From an optimization exercise on the open Yosys and OpenROAD flow, aimed at small area; shortcuts taken in it are not production practice. The RTL was checked by simulation tests, not by an equivalence proof against the original design. Power figures rest on the tool's default switching activity, not on a simulated workload.

Setup of run 4:
// my_uart_top
module my_uart_top(
	input clk,
	input rst_n,
	input rs232_rx,
	output rs232_tx,
	output [3:0] leds,
	output [9:0] segments
);
	wire [7:0] rx_data;
	wire [3:0] num;
	wire tick;
	my_uart_rx my_uart_rx(.clk(clk), .rst_n(rst_n), .rs232_rx(rs232_rx),
		.rx_data(rx_data), .num_o(num), .tick_o(tick));
	wire done = tick & (num == 4'd8);
	my_uart_tx my_uart_tx(.clk(clk), .rst_n(rst_n), .rx_data(rx_data),
		.start(done), .rs232_tx(rs232_tx));
	reg [2:0] led;
	reg zero;
	wire [2:0] state = {~zero & (led[2] ^ (led[1] & led[0])),
	                   ~zero & (led[1] ^ led[0]),
	                   ~zero & ~led[0]};
	wire is_e = (rx_data == 8'd101);
	reg [9:0] acc;
	reg [2:0] dl;        
	reg [1:0] cy;        
	reg [2:0] u;         
	reg p;
	reg [3:0] show;      
	reg step, first, k, dv;
	always @(*) begin
		step = 1'b1; first = 1'b0; k = 1'b0; dv = 1'b1;
		case (num)
			4'd3:  first = 1'b1;
			4'd7, 4'd13, 4'd11, 4'd9: ;
			4'd6, 4'd2, 4'd5: k = 1'b1;
			4'd10, 4'd4: dv = 1'b0;
			default: step = 1'b0;
		endcase
	end
  ...
Size in the first run: roughly 270 cells after synthesis, roughly 18 I/O pins, ~0.0027 mm² of cells after synthesis.
==> module my_uart_top, before the edit <==
module my_uart_top(
	input clk,
	input rst_n,
	input rs232_rx,
	output rs232_tx,
	output [3:0] leds,
	output [9:0] segments
);
	wire [7:0] rx_data;
	wire [3:0] num;
	wire tick;
	my_uart_rx my_uart_rx(.clk(clk), .rst_n(rst_n), .rs232_rx(rs232_rx),
		.rx_data(rx_data), .num_o(num), .tick_o(tick));
	wire done = tick & (num == 4'd8);
	my_uart_tx my_uart_tx(.clk(clk), .rst_n(rst_n), .rx_data(rx_data),
		.start(done), .rs232_tx(rs232_tx));
	reg [2:0] led;
	reg zero;
	wire [2:0] state = {~zero & (led[2] ^ (led[1] & led[0])),
	                   ~zero & (led[1] ^ led[0]),
	                   ~zero & ~led[0]};
	wire is_e = (rx_data == 8'd101);
	reg [9:0] acc;
	reg [2:0] dl;        
	reg [1:0] cy;        
	reg [2:0] u;         
	reg p;
	reg [3:0] show;      
	reg step, first, k, dv;
	always @(*) begin
		step = 1'b1; first = 1'b0; k = 1'b0; dv = 1'b1;
		case (num)
			4'd3:  first = 1'b1;
			4'd7, 4'd13, 4'd11, 4'd9: ;
			4'd6, 4'd2, 4'd5: k = 1'b1;
			4'd10, 4'd4: dv = 1'b0;
			default: step = 1'b0;
		endcase
	end
	wire h = state[1:0] != 2'd0;             
	wire b = rs232_rx;
	wire cb = (num == 4'd9) ? rx_data[4] :
	          (num == 4'd2) ? rx_data[4] & rx_data[5] :
	          (num == 4'd5) ? rx_data[6] | (rx_data[4] & rx_data[5]) : 1'b0;
	wire d = dv & (b ^ k ^ cb);
	wire x3 = dl[0] ^ dl[2] ^ d;
	wire m3 = (dl[0] & dl[2]) | (dl[0] & d) | (dl[2] & d);
	wire nb = x3 ^ cy[0];
	wire xc = x3 & cy[0];
	wire [1:0] cy_next = {m3 & (cy[1] | xc), m3 ^ cy[1] ^ xc};
	wire ures = (state[1:0] == 2'd2);        
	wire [2:0] u_in = (first & ~state[2]) ? 3'd0 : u;
	reg [2:0] u_next;
	always @(*)
		case ({~state[2], u_in, nb})
			5'b00000: u_next = 3'd0;
			5'b00001: u_next = 3'd4;
			5'b00010: u_next = 3'd0;
			5'b00011: u_next = 3'd0;
			5'b00100: u_next = 3'd0;
			5'b00101: u_next = 3'd0;
			5'b00110: u_next = 3'd0;
			5'b00111: u_next = 3'd0;
			5'b01000: u_next = 3'd6;
			5'b01001: u_next = 3'd5;
			5'b01010: u_next = 3'd7;
			5'b01011: u_next = 3'd6;
			5'b01100: u_next = 3'd5;
			5'b01101: u_next = 3'd0;
			5'b01110: u_next = 3'd4;
			5'b01111: u_next = 3'd7;
			5'b10000: u_next = 3'd0;
			5'b10001: u_next = 3'd5;
			5'b10010: u_next = 3'd0;
			5'b10011: u_next = 3'd0;
			5'b10100: u_next = 3'd0;
			5'b10101: u_next = 3'd0;
			5'b10110: u_next = 3'd0;
			5'b10111: u_next = 3'd0;
			5'b11000: u_next = 3'd6;
			5'b11001: u_next = 3'd7;
			5'b11010: u_next = 3'd7;
			5'b11011: u_next = 3'd4;
			5'b11100: u_next = 3'd5;
			5'b11101: u_next = 3'd6;
			5'b11110: u_next = 3'd4;
			5'b11111: u_next = 3'd0;
		endcase
	always @(posedge clk)
		if (tick) begin
			if (num == 4'd1) begin
				dl <= 3'd0;
				cy <= 2'd0;
			end else if (step) begin
				acc <= {nb, acc[9:1]};
				dl <= {dl[1:0], h & acc[0]};
				cy <= cy_next;
				if (ures) begin
					u <= u_next;
					if (first)
						p <= state[2] ? p ^ nb : nb;
				end
			end
		end
	always @(posedge clk or negedge rst_n)
		if (!rst_n) begin
			led <= 3'd0;
			zero <= 1'b1;
			show <= 4'd0;
		end else if (done) begin
			led <= state;
			zero <= (state == 3'd3) & ~is_e;
			if (state == 3'd7 && is_e)
				show <= {p, u};
		end
	assign leds = {1'b0, led};
	decoder dec(.code(show), .segments(segments[6:0]));
	assign segments[9:7] = 3'b000;
endmodule
==> flow/config.mk <==
export PLATFORM = sky130hd
export DESIGN_NAME = my_uart_top
export DESIGN_NICKNAME = my_uart_top
export VERILOG_FILES = /design/flow/design.v
export SDC_FILE = /design/flow/constraint.sdc
export NUM_CORES = 4
export LEC_CHECK = 0
export CAP_MARGIN = 20
export CORE_MARGIN = 2
export CORE_UTILIZATION = 40
export SLEW_MARGIN = 20
==> flow/constraint.sdc <==
create_clock -name core_clock -period 20.0 [get_ports {clk}]
set_input_delay 4.0000 -clock core_clock [delete_from_list [all_inputs] [get_ports {clk}]]
set_output_delay 4.0000 -clock core_clock [all_outputs]
set_load 0.01 [all_outputs]
standard.sh (not shown) runs the stock make flow with config.mk's settings and CLKGATE_MAP_FILE= SYNTH_SCRIPT=/design/flow/synth_recipe.tcl, a recipe that flattens the netlist after the stock synthesis.
==> flow/flow/run.sh <==
#!/bin/bash
# Standard ORFS flow; after the standard synthesis the combinational logic is
# re-mapped for area (registers untouched), then the standard layout steps run
# with minimum-size port buffers and a clkbuf_8 clock tree without dummy loads.
set -eo pipefail
ARGS=(
  "CTS_ARGS=-sink_clustering_enable -repair_clock_nets -dont_use_dummy_load -buf_list sky130_fd_sc_hd__clkbuf_8"
  "BUFFER_PORTS_ARGS=-buffer_cell sky130_fd_sc_hd__buf_1"
)
bash standard.sh "${ARGS[@]}" synth > std_synth.log 2>&1
export RES=$PWD/orfs/results/sky130hd/my_uart_top/base
export DSYN_T=${DSYN_T:-20}
cp $RES/1_2_yosys.v $RES/1_2_yosys_std.v
YOSYS=$FLOW_HOME/../tools/install/yosys/bin/yosys
LIB=$FLOW_HOME/platforms/sky130hd/lib/sky130_fd_sc_hd__tt_025C_1v80.lib
if $YOSYS -c flow/reopt.tcl > yosys_reopt.log 2>&1 &&
   sed -e "s#LIBFILE#$LIB#" -e "s#RESDIR#$RES#" flow/eq.ys > eq_run.ys &&
   $YOSYS -s eq_run.ys > yosys_equiv.log 2>&1; then
  echo "re-mapped netlist used"
else
  echo "re-map failed or not equivalent; standard netlist used"
  cp $RES/1_2_yosys_std.v $RES/1_2_yosys.v
fi
touch $RES/1_2_yosys.v
bash standard.sh "${ARGS[@]}" finish > std_finish.log 2>&1
==> flow/flow/eq.ys <==
# Check the re-mapped netlist against the standard one (flops matched by name).
read_liberty -ignore_miss_func LIBFILE
read_verilog RESDIR/1_2_yosys_std.v
rename my_uart_top gold
read_verilog RESDIR/1_2_yosys.v
rename my_uart_top gate
flatten gold gate
opt_clean
async2sync
equiv_make gold gate eq
hierarchy -top eq
equiv_simple -seq 2
equiv_induct
equiv_status -assert
==> flow/flow/reopt.tcl <==
# Re-map the combinational logic of the standard synthesis netlist for area.
# Flip-flop instances are kept as they are (names and cell types).
set lib $::env(FLOW_HOME)/platforms/sky130hd/lib/sky130_fd_sc_hd__tt_025C_1v80.lib
set r $::env(RES)
yosys read_liberty -ignore_miss_func $lib
yosys setattr -mod -set blackbox 1 sky130_fd_sc_hd__df* sky130_fd_sc_hd__edf* sky130_fd_sc_hd__sdf* sky130_fd_sc_hd__dl* sky130_fd_sc_hd__conb_1
yosys read_verilog $r/1_2_yosys_std.v
yosys hierarchy -top my_uart_top
yosys flatten
yosys opt -purge
yosys abc -liberty $lib -dont_use *probe* -dont_use *lpflow* -script "+strash;&get,-n;&deepsyn,-T,$::env(DSYN_T);&put;dch,-f;amap;topo;amap;topo"
yosys opt_clean -purge
yosys hilomap -singleton -hicell sky130_fd_sc_hd__conb_1 HI -locell sky130_fd_sc_hd__conb_1 LO
yosys splitnets
yosys opt_clean -purge
yosys stat -liberty $lib
yosys select my_uart_top
yosys write_verilog -noattr -nohex -nodec -selected $r/1_2_yosys.v
Relative to run 4, the following input files were edited for run 1:
==> flow/design.v, changed modules only <==
module my_uart_top(
	input clk,
	input rst_n,
	input rs232_rx,
	output rs232_tx,
	output [3:0] leds,
	output [9:0] segments
);
	wire [7:0] rx_data;
	wire [3:0] num;
	wire tick;
	my_uart_rx my_uart_rx(.clk(clk), .rst_n(rst_n), .rs232_rx(rs232_rx),
		.rx_data(rx_data), .num_o(num), .tick_o(tick));
	wire done = tick & (num == 4'd8);
	my_uart_tx my_uart_tx(.clk(clk), .rst_n(rst_n), .rx_data(rx_data),
		.start(done), .rs232_tx(rs232_tx));
	reg [2:0] led;
	reg zero;
	wire [2:0] state = {~zero & (led[2] ^ (led[1] & led[0])),
	                   ~zero & (led[1] ^ led[0]),
	                   ~zero & ~led[0]};
	wire is_e = (rx_data == 8'd101);
	reg [11:0] r;
	reg [1:0] cy;        
	reg [2:0] u;         
	reg p;
	reg [3:0] show;      
	reg step, first, k;
	always @(*) begin
		step = 1'b1; first = 1'b0; k = 1'b0;
		case (num)
			4'd3:  first = 1'b1;
			4'd7, 4'd13, 4'd11, 4'd9: ;
			4'd6, 4'd2, 4'd5, 4'd4, 4'd8: k = 1'b1;
			default: step = 1'b0;
		endcase
	end
	wire h = state[1:0] != 2'd0;             
	wire b = rs232_rx;
	wire cb = (num == 4'd9) ? rx_data[4] :
	          (num == 4'd2) ? rx_data[4] & rx_data[5] :
	          (num == 4'd5) ? rx_data[6] | (rx_data[4] & rx_data[5]) : 1'b0;
	wire d = b ^ k ^ cb;
	wire xa = h & r[2];
	wire xb = h & r[0];
	wire x3 = xa ^ xb ^ d;
	wire m3 = (xa & xb) | (xa & d) | (xb & d);
	wire nb = x3 ^ cy[0];
	wire xc = x3 & cy[0];
	wire [1:0] cy_next = {m3 & (cy[1] | xc), m3 ^ cy[1] ^ xc};
	wire ures = (state[1:0] == 2'd2);        
	wire [2:0] u_in = (first & ~state[2]) ? 3'd0 : u;
	reg [2:0] u_next;
	always @(*)
		case ({~state[2], u_in, nb})
			5'b00000: u_next = 3'd0;
			5'b00001: u_next = 3'd4;
			5'b00010: u_next = 3'd0;
			5'b00011: u_next = 3'd0;
			5'b00100: u_next = 3'd0;
			5'b00101: u_next = 3'd0;
			5'b00110: u_next = 3'd0;
			5'b00111: u_next = 3'd0;
			5'b01000: u_next = 3'd6;
			5'b01001: u_next = 3'd5;
			5'b01010: u_next = 3'd7;
			5'b01011: u_next = 3'd6;
			5'b01100: u_next = 3'd5;
			5'b01101: u_next = 3'd0;
			5'b01110: u_next = 3'd4;
			5'b01111: u_next = 3'd7;
			5'b10000: u_next = 3'd0;
			5'b10001: u_next = 3'd5;
			5'b10010: u_next = 3'd0;
			5'b10011: u_next = 3'd0;
			5'b10100: u_next = 3'd0;
			5'b10101: u_next = 3'd0;
			5'b10110: u_next = 3'd0;
			5'b10111: u_next = 3'd0;
			5'b11000: u_next = 3'd6;
			5'b11001: u_next = 3'd7;
			5'b11010: u_next = 3'd7;
			5'b11011: u_next = 3'd4;
			5'b11100: u_next = 3'd5;
			5'b11101: u_next = 3'd6;
			5'b11110: u_next = 3'd4;
			5'b11111: u_next = 3'd0;
		endcase
	always @(posedge clk)
		if (tick) begin
			if (num == 4'd1) begin
				r[2:0] <= 3'd0;
				cy <= 2'd0;
			end else if (step) begin
				if (num != 4'd8)
					r <= {nb, r[11:1]};
				cy <= cy_next;
				if (ures) begin
					u <= u_next;
					if (first)
						p <= state[2] ? p ^ nb : nb;
				end
			end
		end
	always @(posedge clk or negedge rst_n)
		if (!rst_n) begin
			led <= 3'd0;
			zero <= 1'b1;
			show <= 4'd0;
		end else if (done) begin
			led <= state;
			zero <= (state == 3'd3) & ~is_e;
			if (state == 3'd7 && is_e)
				show <= {p, u};
		end
	assign leds = {1'b0, led};
	decoder dec(.code(show), .segments(segments[6:0]));
	assign segments[9:7] = 3'b000;
endmodule
### Flow results
Sort run 4 and run 1 by achievable clock frequency, descending, and run 1 comes first. Run 1 — least setup slack across all paths after layout 0.24 ns higher, run 4 as reference. Total power of the final layout on run 1 is down relative to run 4. Going from run 4 to run 1, layout-stage area growth over the synthesis result has increased; global-route usage has decreased. There was hardly any difference in share of the core filled with cells in the final layout between run 1 and run 4.

static timing again, ports no longer ideal:
The flow's constraints put no driver on any port. The routed layouts listed below were extracted and timed again, unchanged, in two steps.
Step 1 sets driving cells, clkbuf_16 on the clock port and buf_2 on the other inputs (assumed; they add their load-dependent delay and slew).
Step 2 moves the port delays by t, midway between the first and last clock arrival at a register: inputs arrive t later, outputs are due t later. That takes back most of the time a late clock gives input paths.
Slacks: ideal ports / drivers / drivers and shift; pairs: ideal ports / drivers.
| run | t (ns) | slack for setup (ns) | hold slack, ns | clock arrival spread, ns |
|---|---|---|---|---|
| run 4 | 0.363 | 14.069 / 14.072 / 13.708 | 0.343 / 0.343 / 0.343 | 0.024 / 0.023 |
| run 1 | 0.352 | 14.306 / 14.313 / 13.961 | 0.344 / 0.344 / 0.344 | 0.022 / 0.021 |
After both steps every run listed still meets setup and hold. The setup slack of run 4, which loses most, moves by +0.003 ns with the drivers and by -0.361 ns with both steps.
